Context: an optimization exercise on an open-source flow, tuned for small area, a short achievable clock period and few clock cycles. The choices shown serve that exercise and are no tape-out recipe. At most, simulation tests tie the RTL to the original design; equivalence was not proved.

## draw_subsystem
module draw_subsystem(
    input               clk,
    input               rst_,
    input  [51:0]       line_op,
    input               line_rts,
    output              line_rtr,
    input  [41:0]       circle_op,
    input               circle_rts,
    output              circle_rtr,
    output [16:0]       mem_addr,
    output [3:0]        mem_wben,
    output [31:0]       mem_wdata,
    input  [31:0]       mem_rdata,
    output              idle
    );
For scale: ~2000 cells after synthesis, roughly 300 flip-flops, ~190 I/O pins, roughly 20000 um^2 of cells after synthesis.
==> flow/config.mk <==
export PLATFORM = sky130hd
export DESIGN_NAME = draw_subsystem
export DESIGN_NICKNAME = draw_subsystem
export VERILOG_FILES = /design/flow/design.v
export SDC_FILE = /design/flow/constraint.sdc
export NUM_CORES = 4
export LEC_CHECK = 0
export CAP_MARGIN = 20
export CORE_MARGIN = 2
export CORE_UTILIZATION = 40
export CTS_CLUSTER_DIAMETER = 100
export CTS_CLUSTER_SIZE = 20
export SLEW_MARGIN = 20
==> flow/constraint.sdc <==
create_clock -name core_clock -period 10.0 [get_ports {clk}]
set_input_delay 2.0000 -clock core_clock [delete_from_list [all_inputs] [get_ports {clk}]]
set_output_delay 2.0000 -clock core_clock [all_outputs]
set_load 0.01 [all_outputs]
standard.sh (not shown) runs the stock make flow with config.mk's settings and CLKGATE_MAP_FILE= SYNTH_SCRIPT=/design/flow/synth_recipe.tcl, a recipe that flattens the netlist after the stock synthesis.
==> flow/flow/run.sh <==
#!/bin/bash
# The standard layout (standard.sh) with two repair settings changed:
#  - the port buffers are sky130_fd_sc_hd__buf_1 (buffer_ports picks
#    clkdlybuf4s50_1 by default, a slow delay cell);
set -euo pipefail
sed "s|CLKGATE_MAP_FILE= |CLKGATE_MAP_FILE= SETUP_SLACK_MARGIN=6.5 'BUFFER_PORTS_ARGS=-buffer_cell sky130_fd_sc_hd__buf_1' |" standard.sh > standard_tuned.sh
bash standard_tuned.sh > flow.log 2>&1
Testbench counts at the start, summed over its fixed seeds: cycles 95,149.
Change:
--- a/flow/flow/run.sh
+++ b/flow/flow/run.sh
@@ -6 +6 @@
-sed "s|CLKGATE_MAP_FILE= |CLKGATE_MAP_FILE= SETUP_SLACK_MARGIN=6.5 'BUFFER_PORTS_ARGS=-buffer_cell sky130_fd_sc_hd__buf_1' |" standard.sh > standard_tuned.sh
+sed "s|CLKGATE_MAP_FILE= |CLKGATE_MAP_FILE= SETUP_SLACK_MARGIN=6.8 'BUFFER_PORTS_ARGS=-buffer_cell sky130_fd_sc_hd__buf_1' |" standard.sh > standard_tuned.sh
Settings changed: TNS_END_PERCENT set to 10.
=> Sequential cell count is unchanged; design area went up by 0.68%.


draw_subsystem, a different RTL version from the one above (not shown whole).
Size: ~1800 cells after synthesis, ~190 I/O pins, ~18000 µm² of cells after synthesis.
## draw_subsystem
module draw_subsystem(
    input               clk,
    input               rst_,
    input  [51:0]       line_op,
    input               line_rts,
    output              line_rtr,
    input  [41:0]       circle_op,
    input               circle_rts,
    output              circle_rtr,
    output [16:0]       mem_addr,
    output [3:0]        mem_wben,
    output [31:0]       mem_wdata,
    input  [31:0]       mem_rdata,
    output              idle
    );
    wire        l_valid, l_take, l_busy;
    wire [15:0] l_grp;
    wire [7:0]  l_mask;
    wire [11:0] l_col;
    wire        c_valid, c_take, c_busy;
    wire [15:0] c_grp;
    wire [7:0]  c_mask;
    wire [11:0] c_col;
    wire        m_busy;
    reg busy_q;
    assign idle = !busy_q;
    always @(posedge clk or negedge rst_) begin
        if (!rst_)
            busy_q <= 1'b0;
        else
            busy_q <= l_busy || c_busy || m_busy
                   || (line_rts && line_rtr) || (circle_rts && circle_rtr);
  ...
==> flow/config.mk <==
export PLATFORM = sky130hd
export DESIGN_NAME = draw_subsystem
export DESIGN_NICKNAME = draw_subsystem
export VERILOG_FILES = /design/flow/design.v
export SDC_FILE = /design/flow/constraint.sdc
export NUM_CORES = 4
export LEC_CHECK = 0
export CAP_MARGIN = 20
export CORE_MARGIN = 2
export CORE_UTILIZATION = 40
export CTS_CLUSTER_DIAMETER = 100
export CTS_CLUSTER_SIZE = 20
export SLEW_MARGIN = 20
==> flow/constraint.sdc <==
create_clock -name core_clock -period 10.0 [get_ports {clk}]
set_input_delay 2.0000 -clock core_clock [delete_from_list [all_inputs] [get_ports {clk}]]
set_output_delay 2.0000 -clock core_clock [all_outputs]
set_load 0.01 [all_outputs]
==> flow/flow/run.sh <==
#!/bin/bash
# The standard layout (standard.sh) with two repair settings changed:
#  - the port buffers are sky130_fd_sc_hd__buf_1 (buffer_ports picks
#    clkdlybuf4s50_1 by default, a slow delay cell);
set -euo pipefail
sed "s|CLKGATE_MAP_FILE= |CLKGATE_MAP_FILE= SETUP_SLACK_MARGIN=6.8 'BUFFER_PORTS_ARGS=-buffer_cell sky130_fd_sc_hd__buf_1' |" standard.sh > standard_tuned.sh
bash standard_tuned.sh > flow.log 2>&1
The baseline went through all stages and came out clean.
Next try:
==> flow/flow/run.sh (replaced) <==
#!/bin/bash
# The standard layout (standard.sh) with two repair settings changed:
#  - the port buffers are sky130_fd_sc_hd__buf_1 (buffer_ports picks
#    clkdlybuf4s50_1 by default, a slow delay cell);
set -euo pipefail
sed "s|CLKGATE_MAP_FILE= |CLKGATE_MAP_FILE= SETUP_SLACK_MARGIN=7 'BUFFER_PORTS_ARGS=-buffer_cell sky130_fd_sc_hd__buf_1' |" standard.sh > standard_tuned.sh
bash standard_tuned.sh > flow.log 2>&1
Result: Cell area rose by about 6%; fmax goes up by 1.6%; final cell count rose by about 2.6%; count of clock-buffer cells in the layout came out higher by 1; core utilization came out higher by 2.8 points; global-route usage increases by 0.81 points; synthesized cell count is unchanged; wire length goes up by about 4.5%; worst setup slack improves by 0.052 ns.
No functional check of the RTL was part of any run of this note.


Setup of v26:
draw_subsystem with an RTL version that a note above also has.
For scale: about 20000 sq um of cells after synthesis.
clock: 10.0 ns
lec_check: 0
cap_margin: 20
core_margin: 2
core_utilization: 40
cts_cluster_diameter: 100
cts_cluster_size: 20
slew_margin: 20
tns_end_percent: 10
==> flow/flow/run.sh <==
#!/bin/bash
# The standard layout (standard.sh) with two repair settings changed:
#  - the port buffers are sky130_fd_sc_hd__buf_1 (buffer_ports picks
#    clkdlybuf4s50_1 by default, a slow delay cell);
set -euo pipefail
sed "s|CLKGATE_MAP_FILE= |CLKGATE_MAP_FILE= SETUP_SLACK_MARGIN=7 'BUFFER_PORTS_ARGS=-buffer_cell sky130_fd_sc_hd__buf_1' |" standard.sh > standard_tuned.sh
bash standard_tuned.sh > flow.log 2>&1
Testbench counts of v26, summed over its fixed seeds: cycles 95,149.
Modified inputs, v15 compared to v26
# v26
export LEC_CHECK = 0
export CAP_MARGIN = 20
export CORE_MARGIN = 2
export CORE_UTILIZATION = 40
export CTS_CLUSTER_DIAMETER = 100
export CTS_CLUSTER_SIZE = 20
export SLEW_MARGIN = 20
export TNS_END_PERCENT = 10
create_clock -name core_clock -period 10.0 [get_ports {clk}]
# v15
export LEC_CHECK = 0
export CAP_MARGIN = 20
export CORE_MARGIN = 2
export CORE_UTILIZATION = 40
export CTS_CLUSTER_DIAMETER = 100
export CTS_CLUSTER_SIZE = 20
export SLEW_MARGIN = 20
create_clock -name core_clock -period 10.0 [get_ports {clk}]
[summary]
- Maximum operating frequency: v26 vs v15 — no meaningful difference
- v15: summed area of non-filler cells in the final layout is about 5% higher than what v26 reported.
- Changes observed in v15 relative to v26: starting utilization of the core area was more or less identical, minimum hold slack increased by 0.0074 ns relative to the old numbers.
- Diff v26 -> v15 | via density per instance | up slightly
- Going from v26 to v15, wire length reported by the detailed router now sits higher, post-route core utilization now sits higher, adder-cell share of the synthesized area now sits at about the same level, flip-flop and latch count now sits at about the same level, signed area change from the synthesized netlist to the final layout now sits higher.

## port drivers added, routing unchanged
Ports are ideal in the flow. The routed layouts listed here were re-timed in OpenROAD. Step 1: set_driving_cell puts a clkbuf_16 on clk and a buf_2 on each other input, an assumption about the parent block. Step 2 adds t to the input delays and takes it off the output delays; t is the mean of the earliest and latest rising clock arrival at the registers after step 1. Input paths then give back, and output paths get back, about the clock's delay inside the block. Slacks: ideal / step 1 / step 2; pairs: ideal / step 1.
run | t (ns) | slack for setup (ns) | worst register clock-pin slew, ns
the first run of note 1 | 0.609 | 6.646 / 6.646 / 6.291 | 0.09 / 0.09
the second run of note 1 | 0.603 | 6.710 / 6.652 / 6.332 | 0.10 / 0.10
the first run of note 2 | 0.591 | 6.783 / 6.768 / 6.390 | 0.09 / 0.09
the second run of note 2 | 0.575 | 6.835 / 6.818 / 6.490 | 0.09 / 0.09
v26 | 0.612 | 6.825 / 6.760 / 6.503 | 0.09 / 0.09
v15 | 0.618 | 6.830 / 6.768 / 6.579 | 0.10 / 0.10
After both steps every run listed still meets setup and hold. The setup slack of the first run of note 2, which loses most, moves by -0.015 ns with the drivers and by -0.393 ns with both steps.
